Background: an optimization exercise with open tools, aiming at a short achievable clock period and few clock cycles. Do not read the settings as production practice.
Function was checked by simulation only, so behaviour that the tests miss may differ from the original.
No activity file was given, so power comes from the tool's default toggle rates.

the reference run:
==> flow/design.v <==
module core(
  input        clk,
  input        rst,
  output [31:0]instr_addr,
  input  [31:0]instr_data,
  output [31:0]ram_raddr,
  input  [31:0]ram_rdata,
  output [31:0]ram_waddr,
  output [31:0]ram_wdata,
  output       ram_we
);
localparam [6:0] OPC_IMM  = 7'b0010011;
localparam [6:0] OPC_REG  = 7'b0110011;
localparam [6:0] OPC_LD   = 7'b0000011;
localparam [6:0] OPC_ST   = 7'b0100011;
localparam [6:0] OPC_BR   = 7'b1100011;
localparam [6:0] OPC_JAL  = 7'b1101111;
localparam [6:0] OPC_JALR = 7'b1100111;
reg  [31:0]pc;
reg        d_v;
reg  [31:0]d_ir;
reg  [31:0]d_pc;
reg  [31:0]d_pred;
reg        d_hit;
reg   [1:0]d_ctr;
reg        e_v;
reg  [31:0]e_a, e_b, e_s;
reg        e_fwsl;
reg   [7:0]e_op;       
reg        e_alt;
reg   [2:0]e_f3;
reg        e_br, e_jal, e_jalr, e_ld, e_st, e_wen, e_link;
reg   [4:0]e_rd;
reg  [11:0]e_pcl;      
reg  [31:0]e_pc1;      
reg  [31:0]e_tgt;      
reg  [31:0]e_pred;     
reg  [31:0]e_pmi;      
reg        e_hit;
reg   [1:0]e_ctr;
reg        e_call, e_ret;
reg        m_wen, m_ld;
reg   [4:0]m_rd;
reg  [31:0]m_res;
reg  [31:0]m_raddr, m_waddr, m_wdata;
reg        m_we;
reg        j_mis;      
reg  [31:0]j_tgt;      
reg  [31:0]rf[1:31];
reg  [63:0]bt_v;
reg   [5:0]bt_tag[0:63];
reg  [11:0]bt_tgt[0:63];
reg   [1:0]bt_ctr[0:63];
reg        bt_ret[0:63];
reg  [31:0]ras;
reg        u_upd, u_taken, u_hit, u_ret, u_mis, u_jalr;
reg   [5:0]u_idx, u_tag;
reg   [1:0]u_ctr;
reg  [11:0]u_pred;
assign instr_addr = pc;
wire  [5:0]f_idx  = pc[5:0];
wire [63:0]f_match;
genvar gi;
generate
  for (gi = 0; gi < 64; gi = gi + 1) begin : g_bt
    assign f_match[gi] = bt_v[gi] && (bt_tag[gi] == pc[11:6]);
  end
endgenerate
wire       f_hit  = f_match[f_idx];
wire  [1:0]f_ctr  = bt_ctr[f_idx];
wire       f_take = f_hit && f_ctr[1];
wire [31:0]f_inc  = pc + 32'd1;
wire [31:0]f_tgt  = bt_ret[f_idx] ? ras : {pc[31:12], bt_tgt[f_idx]};
wire [31:0]f_pred = f_take ? f_tgt : f_inc;
wire  [6:0]d_opc = d_ir[6:0];
wire  [2:0]d_f3  = d_ir[14:12];
wire  [4:0]d_rd  = d_ir[11:7];
wire  [4:0]d_rs1 = d_ir[19:15];
wire  [4:0]d_rs2 = d_ir[24:20];
wire d_imm  = (d_opc == OPC_IMM);
wire d_reg  = (d_opc == OPC_REG);
wire d_ld   = (d_opc == OPC_LD);
wire d_st   = (d_opc == OPC_ST);
wire d_br   = (d_opc == OPC_BR);
wire d_jal  = (d_opc == OPC_JAL);
wire d_jalr = (d_opc == OPC_JALR);
wire d_use1 = d_imm | d_reg | d_ld | d_st | d_br | d_jalr;
wire d_use2 = d_reg | d_st | d_br;
wire d_wen  = (d_imm | d_reg | d_ld | d_jal | d_jalr) && (d_rd != 5'd0);
wire [31:0]immI = {{20{d_ir[31]}}, d_ir[31:20]};
wire [31:0]immS = {{20{d_ir[31]}}, d_ir[31:25], d_ir[11:7]};
wire [31:0]immB = {{20{d_ir[31]}}, d_ir[31], d_ir[31], d_ir[7], d_ir[30:25], d_ir[11:9]};
wire [31:0]immJ = {{12{d_ir[31]}}, d_ir[31], d_ir[31], d_ir[19:12], d_ir[20], d_ir[30:22]};
wire [31:0]m_wdat = m_ld ? ram_rdata : m_res;
wire       byp1 = m_wen && (m_rd == d_rs1);
wire       byp2 = m_wen && (m_rd == d_rs2);
wire [31:0]rv1  = byp1 ? m_wdat : (d_rs1 == 5'd0) ? 32'd0 : rf[d_rs1];
wire [31:0]rv2  = byp2 ? m_wdat : (d_rs2 == 5'd0) ? 32'd0 : rf[d_rs2];
wire       d_bimm = d_imm | d_ld | d_st | d_jalr;
wire [31:0]d_b    = !d_bimm ? rv2 : d_st ? immS : immI;
wire [31:0]d_pc1  = d_pc + 32'd1;
wire [31:0]d_tgtJ = d_pc + immJ;
wire [31:0]d_tgtB = d_pc + immB;
wire [31:0]d_tgt  = d_ir[2] ? d_tgtJ : d_tgtB;
wire e_fwd_ok = e_v && e_wen && !e_ld;
wire fw1      = e_fwd_ok && (e_rd == d_rs1);
wire fw2      = e_fwd_ok && (e_rd == d_rs2);
wire ld_haz = e_v && e_ld && e_wen &&
              ((d_use1 && (e_rd == d_rs1)) || (d_use2 && !d_st && (e_rd == d_rs2)));
wire fwsl   = e_v && e_ld && e_wen && (e_rd == d_rs2);
wire stall  = d_v && ld_haz;
wire [31:0]A = e_a;
wire [31:0]B = e_b;
wire [31:0]S = e_s;
wire [31:0]sum  = A + B;
wire [32:0]dif  = {1'b0, A} - {1'b0, B};
wire       ltu  = dif[32];
wire       lts  = (A[31] ^ B[31]) ? A[31] : ltu;
wire [31:0]shl  = A << B[4:0];
wire [31:0]shr  = A >> B[4:0];
wire signed [31:0]A_s = A;
wire [31:0]sra  = A_s >>> B[4:0];
wire [31:0]alu = ({32{e_op[0]}} & (e_alt ? dif[31:0] : sum)) |
                 ({32{e_op[1]}} & shl) |
                 ({32{e_op[2]}} & {31'b0, lts}) |
                 ({32{e_op[3]}} & {31'b0, ltu}) |
                 ({32{e_op[4]}} & (A ^ B)) |
                 ({32{e_op[5]}} & (e_alt ? sra : shr)) |
                 ({32{e_op[6]}} & (A | B)) |
                 ({32{e_op[7]}} & (A & B));
wire [31:0]e_res = e_link ? e_pc1 : alu;
wire bne  = (A != B);
wire bltu = ltu;
wire blts = lts;
wire [31:0]shmask = 32'hffffffff >> B[4:0];
wire bsh  = |(A & shmask);
reg        bx;
always @(*) begin
  case (e_f3[2:1])
    2'b00: bx = bne;
    2'b01: bx = bsh;
    2'b10: bx = blts;
    default: bx = bltu;
  endcase
end
wire       taken  = (e_f3[0] ^ ~e_f3[2]) ^ bx;
wire       e_take = e_jal | (e_br & taken);
wire       ne_seq  = (e_pred != e_pc1);
wire       ne_tgt  = (e_pred != e_tgt);
wire       ne_jalr = (A != e_pmi);
wire       e_ok    = e_v && !j_mis;
wire       mis_t   = e_ok && !e_jalr && e_take && ne_tgt;
wire       mis_n   = e_ok && !e_jalr && !e_take && ne_seq;
wire       mis     = mis_t | mis_n;
assign ram_raddr = m_raddr;
assign ram_waddr = m_waddr;
assign ram_wdata = m_wdata;
assign ram_we    = m_we;
wire [11:0]u_tgt   = u_jalr ? j_tgt[11:0] : u_mis ? pc[11:0] : u_pred;
wire  [1:0]u_nctr  = !u_hit ? 2'b11 :
                     u_taken ? ((u_ctr == 2'b11) ? 2'b11 : u_ctr + 2'd1)
                             : ((u_ctr == 2'b00) ? 2'b00 : u_ctr - 2'd1);
wire       u_write = u_upd && (u_hit || u_taken);
always @(posedge clk) begin
  if (rst) begin
    pc    <= 32'd0;
    d_v   <= 1'b0;
    e_v   <= 1'b0;
    m_wen <= 1'b0;
    m_we  <= 1'b0;
    u_upd <= 1'b0;
    j_mis <= 1'b0;
    bt_v  <= 64'd0;
  end else begin
    if (j_mis)
      pc <= j_tgt;
    else if (mis_t)
      pc <= e_tgt;
    else if (mis_n)
      pc <= e_pc1;
    else if (!stall)
      pc <= f_pred;
    if (mis || j_mis)
      d_v <= 1'b0;
    else if (!stall)
      d_v <= 1'b1;
    e_v   <= d_v && !stall && !mis && !j_mis;
    m_wen <= e_ok && e_wen;
    m_we  <= e_ok && e_st;
    u_upd <= e_ok && (e_br | e_jal | e_jalr);
    j_mis <= e_ok && e_jalr && ne_jalr;
    if (u_write) bt_v[u_idx] <= 1'b1;
  end
  if (!stall) begin
    d_ir   <= instr_data;
    d_pc   <= pc;
    d_pred <= f_pred;
    d_hit  <= f_hit;
    d_ctr  <= f_ctr;
  end
  e_a    <= fw1 ? e_res : rv1;
  e_b    <= (fw2 && !d_bimm) ? e_res : d_b;
  e_s    <= fw2 ? e_res : rv2;
  e_fwsl <= fwsl;
  e_op   <= (d_imm | d_reg) ? (8'd1 << d_f3) : 8'd1;
  e_alt  <= (d_reg && d_ir[30]) || (d_imm && (d_f3 == 3'b101) && d_ir[30]);
  e_f3   <= d_f3;
  e_br   <= d_br;
  e_jal  <= d_jal;
  e_jalr <= d_jalr;
  e_ld   <= d_ld;
  e_st   <= d_st && (d_f3 == 3'b010);
  e_wen  <= d_wen;
  e_link <= d_jal | d_jalr;
  e_rd   <= d_rd;
  e_pcl  <= d_pc[11:0];
  e_pc1  <= d_pc1;
  e_tgt  <= d_tgt;
  e_pred <= d_pred;
  e_pmi  <= d_pred - immI;
  e_hit  <= d_hit;
  e_ctr  <= d_ctr;
  e_call <= (d_jal | d_jalr) && (d_rd == 5'd1);
  e_ret  <= d_jalr && (d_rd == 5'd0) && (d_rs1 == 5'd1);
  m_ld  <= e_ld;
  m_rd  <= e_rd;
  m_res <= e_res;
  if (e_ld) m_raddr <= sum;
  if (e_st) begin
    m_waddr <= sum;
    m_wdata <= e_fwsl ? ram_rdata : S;
  end
  if (m_wen) rf[m_rd] <= m_wdat;
  u_taken <= e_take | e_jalr;
  u_hit   <= e_hit;
  u_ctr   <= e_ctr;
  u_ret   <= e_ret;
  u_mis   <= mis;
  u_jalr  <= e_jalr;
  j_tgt   <= sum;
  u_pred  <= e_pred[11:0];
  u_idx   <= e_pcl[5:0];
  u_tag   <= e_pcl[11:6];
  if (u_write) begin
    bt_tag[u_idx] <= u_tag;
    bt_ctr[u_idx] <= u_nctr;
    bt_ret[u_idx] <= u_ret;
  end
  if (u_write && u_taken) bt_tgt[u_idx] <= u_tgt;
  if (e_ok && e_call) ras <= e_pc1;
end
endmodule
Settings: LEC_CHECK=0, ABC_CLOCK_PERIOD_IN_PS=1500, CAP_MARGIN=20, CORE_MARGIN=2, CORE_UTILIZATION=50, SLEW_MARGIN=20; clock period 12.0 ns.
standard.sh (not shown) runs the stock make flow with config.mk's settings and CLKGATE_MAP_FILE= SYNTH_SCRIPT=/design/flow/synth_recipe.tcl, a recipe that flattens the netlist after the stock synthesis.
==> flow/flow/run.sh <==
#!/bin/bash
set -euo pipefail
bash standard.sh SETUP_SLACK_MARGIN=8 finish > flow_make.log 2>&1
The reference run ended with every stage complete and zero timing, DRC or antenna violations.
Testbench counts of the reference run, summed over its fixed seeds: cycles 313,943.
> inputs changed (the reference run -> the trial run)
diff --git a/flow/design.v b/flow/design.v
--- a/flow/design.v
+++ b/flow/design.v
@@ -45,5 +45,4 @@
 reg  [31:0]m_raddr, m_waddr, m_wdata;
 reg        m_we;
-reg        j_mis;      
 reg  [31:0]j_tgt;      
 reg  [31:0]rf[1:31];
@@ -149,8 +148,9 @@
 wire       ne_tgt  = (e_pred != e_tgt);
 wire       ne_jalr = (A != e_pmi);
-wire       e_ok    = e_v && !j_mis;
+wire       e_ok    = e_v;
+wire       mis_j   = e_ok && e_jalr && ne_jalr;
 wire       mis_t   = e_ok && !e_jalr && e_take && ne_tgt;
 wire       mis_n   = e_ok && !e_jalr && !e_take && ne_seq;
-wire       mis     = mis_t | mis_n;
+wire       mis     = mis_j | mis_t | mis_n;
 assign ram_raddr = m_raddr;
 assign ram_waddr = m_waddr;
@@ -170,9 +170,8 @@
     m_we  <= 1'b0;
     u_upd <= 1'b0;
-    j_mis <= 1'b0;
     bt_v  <= 64'd0;
   end else begin
-    if (j_mis)
-      pc <= j_tgt;
+    if (mis_j)
+      pc <= sum;
     else if (mis_t)
       pc <= e_tgt;
@@ -181,13 +180,12 @@
     else if (!stall)
       pc <= f_pred;
-    if (mis || j_mis)
+    if (mis)
       d_v <= 1'b0;
     else if (!stall)
       d_v <= 1'b1;
-    e_v   <= d_v && !stall && !mis && !j_mis;
+    e_v   <= d_v && !stall && !mis;
     m_wen <= e_ok && e_wen;
     m_we  <= e_ok && e_st;
     u_upd <= e_ok && (e_br | e_jal | e_jalr);
-    j_mis <= e_ok && e_jalr && ne_jalr;
     if (u_write) bt_v[u_idx] <= 1'b1;
   end
[summary]
The trial run reached the end of the flow, and the finished layout is clean on the timing, DRC and antenna checks.
Between the reference run and the trial run, the flow reports number of instances resized during post-cts repair increasing by more than 10%.
Diff the reference run and the trial run: detailed-routed wire length on met2 higher in the reference run
[compare] base=the reference run new=the trial run: finished layout cell area shows a reduction of 840 um^2, synthesized flop and latch total moved down.
Against the reference run, the trial run comes in 5 higher on critical path depth.
The trial run vs the reference run, buffering overhead went down by 0.19 points.
Delta (the trial run minus the reference run): worst setup slack shows a reduction of 0.15 ns; mean post-synth cell area was more or less identical; post-synthesis instance area now smaller; via count went down by 0.66%.
When the trial run is measured against the reference run, its area growth from synthesis to layout turns out 0.22 points higher.
Between the reference run and the trial run, via count of the first global-routing pass is higher for the reference run, the trial run comes in under that.
The trial run ends up with lower share of total power consumed by net switching than the reference run does.
Testbench counts of the trial run, summed over its fixed seeds: cycles 312,174.

## re-timing with driven ports
In the flow no input, the clock included, has a driving cell. The finished layouts below were timed again as built, in two steps. Step 1 sets driving cells, clkbuf_16 on the clock port and buf_2 on the other inputs (assumed; they add their load-dependent delay and slew). Step 2 adds t to the input delays and takes it off the output delays; t is the mean of the earliest and latest rising clock arrival at the registers after step 1. Input paths then give back, and output paths get back, about the clock's delay inside the block. Three values: ideal, step 1, step 2; two values: the first two.
run	shift t [ns]	slack for setup (ns)	worst register clock-pin slew, ns
the reference run	0.991	7.836 / 7.836 / 7.043	0.08 / 0.08
the trial run	0.999	7.688 / 7.688 / 7.138	0.07 / 0.07
After both steps every run listed still meets setup and hold. For the reference run, which loses most, drivers alone change the setup slack by 0.000 ns; drivers and shift together by -0.793 ns.
